This design comes from an exercise in tuning for small area and a short achievable clock period on the open sky130 flow, not from production work.
In this exercise RTL edits were held to simulation tests only and were not proved equivalent to the original.
No activity file was given, so power comes from the tool's default toggle rates.

==> module stream_out, before the edit <==
module stream_out #(
  parameter int unsigned DATA_WIDTH = 16,
  parameter int unsigned TOTAL_ELEM = 16
)(
  input  logic                                  clk_i,
  input  logic                                  rst_ni,
  input  logic [TOTAL_ELEM-1:0][DATA_WIDTH-1:0] bus_x_i,
  input  logic [TOTAL_ELEM-1:0][DATA_WIDTH-1:0] bus_y_i,
  input  logic [TOTAL_ELEM-1:0]                 bus_t_i,
  input  logic                                  start_stream_i,
  input  logic                                  stream_clr_i,
  output logic                 [DATA_WIDTH-1:0] stream_data_o,
  output logic                                  stream_valid_o
);
  logic [TOTAL_ELEM-1:0] index_oh;
  logic streaming_active;
  logic counter_done;
  logic [DATA_WIDTH-1:0] sel_x, sel_y;
  logic                  sel_t;
  assign counter_done = index_oh[TOTAL_ELEM-1];
  always_comb begin
    sel_x = '0;
    sel_y = '0;
    sel_t = 1'b0;
    for (int k = 0; k < TOTAL_ELEM; k++) begin
      sel_x = sel_x | (bus_x_i[k] & {DATA_WIDTH{index_oh[k]}});
      sel_y = sel_y | (bus_y_i[k] & {DATA_WIDTH{index_oh[k]}});
      sel_t = sel_t | (bus_t_i[k] & index_oh[k]);
    end
  end
  always_ff @(posedge clk_i or negedge rst_ni) begin
    if (!rst_ni) begin
      streaming_active <= 1'b0;
    end else if (counter_done || stream_clr_i) begin
      streaming_active <= 1'b0;
    end else if (start_stream_i) begin
      streaming_active <= 1'b1;
    end
  end
  always_ff @(posedge clk_i or negedge rst_ni) begin
    if (!rst_ni) begin
      index_oh[0] <= 1'b1;
    end else if (counter_done || stream_clr_i) begin
      index_oh[0] <= 1'b1;
    end else if (start_stream_i || streaming_active) begin
      index_oh[0] <= 1'b0;
    end
  end
  always_ff @(posedge clk_i or negedge rst_ni) begin
    if (!rst_ni) begin
      index_oh[TOTAL_ELEM-1:1] <= '0;
    end else if (counter_done || stream_clr_i) begin
      index_oh[TOTAL_ELEM-1:1] <= '0;
    end else if (start_stream_i || streaming_active) begin
      index_oh[TOTAL_ELEM-1:1] <= index_oh[TOTAL_ELEM-2:0];
    end
  end
  always_ff @(posedge clk_i or negedge rst_ni) begin
    if (!rst_ni) begin
      stream_data_o  <= '0;
      stream_valid_o <= 1'b0;
    end else if (stream_clr_i) begin
      stream_data_o  <= '0;
      stream_valid_o <= 1'b0;
    end else if (start_stream_i || streaming_active) begin
      stream_data_o  <= sel_x + sel_y + {sel_t, {(DATA_WIDTH-1){1'b0}}};
      stream_valid_o <= 1'b1;
    end else begin
      stream_valid_o <= 1'b0;
    end
  end
endmodule
==> flow/config.mk <==
export PLATFORM = sky130hd
export DESIGN_NAME = top_systolic_array
export DESIGN_NICKNAME = top_systolic_array
export VERILOG_FILES = /design/flow/design.v
export SDC_FILE = /design/flow/constraint.sdc
export NUM_CORES = 4
export LEC_CHECK = 0
export CAP_MARGIN = 20
export CORE_MARGIN = 2
export CORE_UTILIZATION = 60
export SETUP_SLACK_MARGIN = 4.0
export SLEW_MARGIN = 20
==> flow/constraint.sdc <==
create_clock -name core_clock -period 8.0 [get_ports {clk_i}]
set_input_delay 1.6000 -clock core_clock [delete_from_list [all_inputs] [get_ports {clk_i}]]
set_output_delay 1.6000 -clock core_clock [all_outputs]
set_load 0.01 [all_outputs]
standard.sh (not shown) runs the stock make flow with config.mk's settings and CLKGATE_MAP_FILE= SYNTH_SCRIPT=/design/flow/synth_recipe.tcl, a recipe that flattens the netlist after the stock synthesis.
==> flow/flow/run.sh <==
#!/bin/bash
# Layout flow: the standard ORFS flow with two changes.
#  1. After the standard synthesis, flow/polarity.py re-phases the full-adder
#     cells (a full adder is self-dual) so fewer inverters are needed between
#     them. Registers and every other cell are kept as synthesised.
#  2. Ports are buffered with a plain buffer (buf_4) instead of the delay
#     cell buffer_ports picks by default.
#  3. Extra make settings, one per line, from flow/extra.txt (here: clock
#     tree synthesis without dummy loads).
# Each tool's output goes to a log file of its own in this folder.
set -euo pipefail
R=orfs/results/sky130hd/top_systolic_array/base
EXTRA=("BUFFER_PORTS_ARGS=-buffer_cell sky130_fd_sc_hd__buf_4")
if [[ -f flow/extra.txt ]]; then
  while read -r l; do [[ -n "$l" ]] && EXTRA+=("$l"); done < flow/extra.txt
fi
export BUFFER_PORTS_ARGS="-buffer_cell sky130_fd_sc_hd__buf_4"
bash standard.sh "${EXTRA[@]}" synth > make_synth.log 2>&1
cp $R/1_2_yosys.v 1_2_yosys.standard.v
python3 flow/polarity.py 1_2_yosys.standard.v $R/1_2_yosys.v > polarity.log 2>&1
touch $R/1_2_yosys.v
bash standard.sh "${EXTRA[@]}" finish > make_finish.log 2>&1
Other scripts of this flow, unchanged in this note and not shown: flow/flow/extra.txt, flow/flow/polarity.py
Edit:
--- a/flow/design.v
+++ b/flow/design.v
@@ -881,5 +881,6 @@
 module stream_out #(
   parameter int unsigned DATA_WIDTH = 16,
-  parameter int unsigned TOTAL_ELEM = 16
+  parameter int unsigned TOTAL_ELEM = 16,
+  parameter int unsigned IDX_WIDTH  = $clog2(TOTAL_ELEM)
 )(
   input  logic                                  clk_i,
@@ -893,20 +894,13 @@
   output logic                                  stream_valid_o
 );
-  logic [TOTAL_ELEM-1:0] index_oh;
+  logic [IDX_WIDTH-1:0] index_reg;
   logic streaming_active;
   logic counter_done;
   logic [DATA_WIDTH-1:0] sel_x, sel_y;
   logic                  sel_t;
-  assign counter_done = index_oh[TOTAL_ELEM-1];
-  always_comb begin
-    sel_x = '0;
-    sel_y = '0;
-    sel_t = 1'b0;
-    for (int k = 0; k < TOTAL_ELEM; k++) begin
-      sel_x = sel_x | (bus_x_i[k] & {DATA_WIDTH{index_oh[k]}});
-      sel_y = sel_y | (bus_y_i[k] & {DATA_WIDTH{index_oh[k]}});
-      sel_t = sel_t | (bus_t_i[k] & index_oh[k]);
-    end
-  end
+  assign counter_done = (index_reg == TOTAL_ELEM-1);
+  assign sel_x = bus_x_i[index_reg];
+  assign sel_y = bus_y_i[index_reg];
+  assign sel_t = bus_t_i[index_reg];
   always_ff @(posedge clk_i or negedge rst_ni) begin
     if (!rst_ni) begin
@@ -920,18 +914,9 @@
   always_ff @(posedge clk_i or negedge rst_ni) begin
     if (!rst_ni) begin
-      index_oh[0] <= 1'b1;
-    end else if (counter_done || stream_clr_i) begin
-      index_oh[0] <= 1'b1;
-    end else if (start_stream_i || streaming_active) begin
-      index_oh[0] <= 1'b0;
-    end
-  end
-  always_ff @(posedge clk_i or negedge rst_ni) begin
-    if (!rst_ni) begin
-      index_oh[TOTAL_ELEM-1:1] <= '0;
+      index_reg <= '0;
     end else if (counter_done || stream_clr_i) begin
-      index_oh[TOTAL_ELEM-1:1] <= '0;
+      index_reg <= '0;
     end else if (start_stream_i || streaming_active) begin
-      index_oh[TOTAL_ELEM-1:1] <= index_oh[TOTAL_ELEM-2:0];
+      index_reg <= index_reg + 1'b1;
     end
   end
- sequential power came out lower by 8.1%
- total power came out lower by 5.7%
- cell count came out lower by 1.9%
- critical path depth came out lower by 2
- worst hold slack is worse by 5.5 ps
- via count came out lower by 5.4%
- setup slack is about the same
- die area came out higher by 0.57%
- wire length came out lower by 9.5%
- non-clock buffer count came out lower by 4
- clock-buffer cell count came out higher by 2
- combinational power came out lower by about 6%
- utilization came out higher by 0.36 points

re-timing with driven ports:
How much do the figures lean on ideal ports? The routed layouts below were timed once more, with nothing changed but the port constraints. Step 1 (the two cells are an assumption about what drives the block):
set clk [get_ports {clk_i}]
set_driving_cell -lib_cell sky130_fd_sc_hd__clkbuf_16 $clk
set_driving_cell -lib_cell sky130_fd_sc_hd__buf_2 [delete_from_list [all_inputs] $clk]
Step 2 times the ports against the registers' clock, not the clock port: input delays grow and output delays shrink by t, the midpoint of the rising clock arrivals with the driver on. Three values: ideal, step 1, step 2; two values: the first two.
run | t, ns | setup WS [ns] | worst slew at a driven data input, ns
the first run | 0.814 | 3.722 / 3.767 / 2.953 | 0.15
the second run | 0.803 | 3.721 / 3.739 / 2.936 | 0.13
After both steps every run listed still meets setup and hold. For the second run, which loses most, drivers alone change the setup slack by +0.018 ns; drivers and shift together by -0.785 ns.
